From an optimization exercise on the open Yosys and OpenROAD flow, aimed at small area and a short achievable clock period; shortcuts taken in it are not production practice.
The RTL was checked by simulation tests, not by an equivalence proof against the original design.
The clock port is modelled as an ideal driver; clocking choices that lean on that would not hold on a real chip.
Power figures rest on the tool's default switching activity, not on a simulated workload.

// mul_pipe
module mul_pipe(
	input [15:0] numA59,
	input [15:0] numB59,
	input clk_59,
	input reset_59,
	output reg [15:0] Acc_result_59
);
Settings: LEC_CHECK=0, CAP_MARGIN=20, CORE_MARGIN=2, CORE_UTILIZATION=60, CTS_BUF_LIST=sky130_fd_sc_hd__clkbuf_4 sky130_fd_sc_hd__clkbuf_8, CTS_CLUSTER_DIAMETER=60, CTS_CLUSTER_SIZE=30, SETUP_SLACK_MARGIN=3.0, SLEW_MARGIN=20, TNS_END_PERCENT=0; clock period 5.0 ns.
standard.sh (not shown) runs the stock make flow with config.mk's settings and CLKGATE_MAP_FILE= SYNTH_SCRIPT=/design/flow/synth_recipe.tcl, a recipe that flattens the netlist after the stock synthesis.
==> flow/flow/run.sh <==
#!/bin/bash
# Standard ORFS layout, with plain buffers (instead of the default delay-style
# buffer) on the input and output ports.
set -euo pipefail
export BUFFER_PORTS_ARGS="-buffer_cell sky130_fd_sc_hd__buf_1"
bash standard.sh synth > synth.log 2>&1
bash standard.sh > layout.log 2>&1
The starting point ran to the end with no violations.
Edit:
--- a/flow/config.mk
+++ b/flow/config.mk
@@ -9,3 +9,3 @@
 export CORE_MARGIN = 2
-export CORE_UTILIZATION = 60
+export CORE_UTILIZATION = 70
 export CTS_BUF_LIST = sky130_fd_sc_hd__clkbuf_4 sky130_fd_sc_hd__clkbuf_8
@@ -13,3 +13,4 @@
 export CTS_CLUSTER_SIZE = 30
-export SETUP_SLACK_MARGIN = 3.0
+export PLACE_DENSITY = 0.75
+export SETUP_SLACK_MARGIN = 3.2
 export SLEW_MARGIN = 20
What happened: The changed run finished with timing, DRC and antenna clean; worst setup slack improves by 28 ps; die area goes down by 14%; clock skew barely changes; non-clock buffer count goes up by 5; worst hold slack stays flat; routed wire length goes up by 1.7%; combinational power goes up by about 4%; area after synthesis does not change; count of clock-buffer cells in the layout goes down by 2; register-to-register slack improves by 30 ps; utilization goes up by 12 points.
Edit:
==> flow/flow/run.sh (replaced) <==
#!/bin/bash
# Standard ORFS layout, with plain buffers (instead of the default delay-style
# buffer) on the input and output ports, and flip-flops that drive six or more
# loads given their strongest drive before clock tree synthesis.
set -euo pipefail
export BUFFER_PORTS_ARGS="-buffer_cell sky130_fd_sc_hd__buf_1"
export PRE_CTS_TCL="$PWD/flow/upsize.tcl"
bash standard.sh synth > synth.log 2>&1
bash standard.sh > layout.log 2>&1
==> flow/flow/upsize.tcl (new file) <==
# Before clock tree synthesis: give flip-flops that drive many loads directly the
# strongest drive of their own cell family (same function, larger drive).
set n 0
foreach inst [get_cells *] {
  set ref [get_property $inst ref_name]
  if {![string match "sky130_fd_sc_hd__dfxtp_*" $ref] || $ref eq "sky130_fd_sc_hd__dfxtp_4"} continue
  set fo 0
  foreach q [get_pins -of_objects $inst -filter "direction == output"] {
    set net [get_nets -quiet -of_objects $q]
    if {$net eq ""} continue
    incr fo [llength [get_pins -quiet -of_objects $net -filter "direction == input"]]
  }
  if {$fo >= 6} {
    replace_cell $inst sky130_fd_sc_hd__dfxtp_4
    incr n
  }
}
puts "upsize.tcl: $n flip-flops set to dfxtp_4"
--- a/flow/config.mk
+++ b/flow/config.mk
@@ -9,3 +9,3 @@
 export CORE_MARGIN = 2
-export CORE_UTILIZATION = 70
+export CORE_UTILIZATION = 60
 export CTS_BUF_LIST = sky130_fd_sc_hd__clkbuf_4 sky130_fd_sc_hd__clkbuf_8
@@ -13,3 +13,2 @@
 export CTS_CLUSTER_SIZE = 30
-export PLACE_DENSITY = 0.75
 export SETUP_SLACK_MARGIN = 3.2
Effect: First-iteration DRC count rises by 57%; cell area is higher by about 2.8%; global-route usage went down by 3.1 points.
Edit:
==> flow/flow/run.sh (replaced) <==
#!/bin/bash
# Standard ORFS layout, with plain buffers (instead of the default delay-style
# buffer) on the input and output ports.
set -euo pipefail
export BUFFER_PORTS_ARGS="-buffer_cell sky130_fd_sc_hd__buf_1"
bash standard.sh synth > synth.log 2>&1
bash standard.sh > layout.log 2>&1
--- a/flow/config.mk
+++ b/flow/config.mk
@@ -15,2 +15 @@
 export SLEW_MARGIN = 20
-export TNS_END_PERCENT = 0
removed: flow/flow/upsize.tcl
=>
- clock power goes down by 6.9%
- fmax falls by about 3.4%
- worst setup slack gets worse by 70 ps
- routed wire length increases by 25%
- cell area climbs by 15%
- total power rose by about 7%
- die area is unchanged
- via count rose by 9.8%
- worst hold slack barely changes
Edit:
--- a/flow/config.mk
+++ b/flow/config.mk
@@ -9,3 +9,3 @@
 export CORE_MARGIN = 2
-export CORE_UTILIZATION = 60
+export CORE_UTILIZATION = 70
 export CTS_BUF_LIST = sky130_fd_sc_hd__clkbuf_4 sky130_fd_sc_hd__clkbuf_8
@@ -13,3 +13,4 @@
 export CTS_CLUSTER_SIZE = 30
-export SETUP_SLACK_MARGIN = 3.2
+export PLACE_DENSITY = 0.75
+export SETUP_SLACK_MARGIN = 3.0
 export SLEW_MARGIN = 20
Effect: Worst hold slack loses 5.5 ps. Fmax came out higher by 2.5%. Setup slack gains 50 ps. Area after synthesis stays the same. Non-clock buffer count came out lower by 54.
Edit:
--- a/flow/config.mk
+++ b/flow/config.mk
@@ -7,5 +7,6 @@
 export LEC_CHECK = 0
+export ABC_AREA = 1
 export CAP_MARGIN = 20
 export CORE_MARGIN = 2
-export CORE_UTILIZATION = 70
+export CORE_UTILIZATION = 60
 export CTS_BUF_LIST = sky130_fd_sc_hd__clkbuf_4 sky130_fd_sc_hd__clkbuf_8
@@ -13,3 +14,2 @@
 export CTS_CLUSTER_SIZE = 30
-export PLACE_DENSITY = 0.75
 export SETUP_SLACK_MARGIN = 3.0
After rerunning: Cell area goes up by 5.4%. Area after synthesis increases by 4.1%. Worst setup slack got worse by 130 ps. Clock-buffer cell count goes down by 1. Fmax came out lower by 6.3%. Power increases by 4.9%. Clock power hardly moves.

========
Another version of the RTL of mul_pipe (not shown whole).
Size: about 560 cells after synthesis, about 50 I/O pins.
## mul_pipe
module mul_pipe(
	input [15:0] numA59,
	input [15:0] numB59,
	input clk_59,
	input reset_59,
	output reg [15:0] Acc_result_59
);
clock: 5.0 ns
lec_check: 0
cap_margin: 20
core_margin: 2
core_utilization: 40
setup_slack_margin: 3.0
slew_margin: 20
==> flow/flow/run.sh <==
#!/bin/bash
# Standard ORFS layout, with plain buffers (instead of the default delay-style
# buffer) on the input and output ports.
set -euo pipefail
export BUFFER_PORTS_ARGS="-buffer_cell sky130_fd_sc_hd__buf_2"
bash standard.sh synth > synth.log 2>&1
bash standard.sh > layout.log 2>&1
The starting point completed with no timing, DRC or antenna violations.
Rerun with:
==> flow/run.sh (new file) <==
#!/bin/bash
# synth_recipe.tcl (not shown) runs the flow's synth.tcl, then flattens the netlist and writes it again
# the make line also repeats each setting of config.mk as NAME=value (left out here)
make -C /OpenROAD-flow-scripts/flow DESIGN_CONFIG=/design/flow/config.mk WORK_HOME=/design/flow/orfs CLKGATE_MAP_FILE= SYNTH_SCRIPT=/design/flow/synth_recipe.tcl finish
CORE_UTILIZATION = 70   (was 40)
CTS_BUF_LIST = sky130_fd_sc_hd__clkbuf_4 sky130_fd_sc_hd__clkbuf_8   (was unset)
CTS_CLUSTER_DIAMETER = 60   (was unset)
CTS_CLUSTER_SIZE = 30   (was unset)
SETUP_SLACK_MARGIN = 2.9   (was 3.0)
removed: flow/flow/run.sh
removed: flow/standard.sh
The changed run completed with no timing, DRC or antenna violations.
Sequential cell count does not change.
Wire length grows by about 13%.
Combinational power stays flat.
Synthesized cell count does not change.
Final cell count shrinks by about 10%.
Clock-buffer cell count stays the same.
Global-route usage grows by 13 points.
Clock power shrinks by 33%.
Core utilization grows by 35 points.
Die area shrinks by about 40%.
Rerun with:
CORE_UTILIZATION = 40   (was 70)
CTS_BUF_LIST = sky130_fd_sc_hd__clkbuf_8   (was sky130_fd_sc_hd__clkbuf_4 sky130_fd_sc_hd__clkbuf_8)
CTS_CLUSTER_DIAMETER = unset   (was 60)
CTS_CLUSTER_SIZE = unset   (was 30)
SETUP_SLACK_MARGIN = 3.0   (was 2.9)
Result: Hold slack stays flat; clock skew stays flat; sequential share of layout area drops by 0.45 points; first-iteration DRC count fell by 44%; count of clock-buffer cells in the layout is unchanged; via count went down by 7.4%; design area climbs by 3.3%; cell count rises by 12%; synthesized area does not change; worst setup slack gets better by 0.24 ns.
Rerun with:
CORE_UTILIZATION = 60   (was 40)
CTS_BUF_LIST = sky130_fd_sc_hd__clkbuf_4 sky130_fd_sc_hd__clkbuf_8   (was sky130_fd_sc_hd__clkbuf_8)
CTS_CLUSTER_DIAMETER = 60   (was unset)
CTS_CLUSTER_SIZE = 30   (was unset)
What happened: Synthesized cell count does not change. Worst setup slack improved by 0.012 ns. Non-clock buffer count fell by 4. Count of clock-buffer cells in the layout goes up by 7. Final area drops by 1.4%. Die area fell by about 32%. Core utilization came out higher by 24 points. Fmax rose by about 0.56%.

-- what the ideal ports hide --
How much do the figures lean on ideal ports? The routed layouts below were timed once more, with nothing changed but the port constraints. Step 1, drivers: a clkbuf_16 drives clk_59 and a buf_2 each remaining input, both assumed. Step 2 also shifts input and output timing later by t, the mid clock arrival at the registers, as if the neighbouring blocks saw the same clock. Slacks: ideal / step 1 / step 2; pairs: ideal / step 1.
run	t, ns	slack for setup (ns)	latest minus earliest clock arrival (ns)	worst slew at a driven data input, ns
the first run of note 1	0.469	2.991 / 2.991 / 2.763	0.015 / 0.015	0.03
the second run of note 1	0.456	3.018 / 3.018 / 2.769	0.017 / 0.018	0.03
the third run of note 1	0.462	3.021 / 3.021 / 2.777	0.010 / 0.010	0.03
the fourth run of note 1	0.459	2.952 / 2.952 / 2.807	0.011 / 0.011	0.03
the fifth run of note 1	0.462	3.002 / 3.002 / 2.788	0.018 / 0.018	0.03
the sixth run of note 1	0.467	2.867 / 2.867 / 2.762	0.019 / 0.019	0.03
the first run of note 2	0.444	2.908 / 2.908 / 2.815	0.011 / 0.012	0.04
the second run of note 2	0.459	2.709 / 2.709 / 2.513	0.016 / 0.016	0.04
the third run of note 2	0.461	2.947 / 2.947 / 2.600	0.014 / 0.014	0.04
the fourth run of note 2	0.467	2.959 / 2.959 / 2.550	0.014 / 0.014	0.04
After both steps setup and hold are still met in every run listed. The setup slack of the fourth run of note 2, which loses most, moves by 0.000 ns with the drivers and by -0.409 ns with both steps.
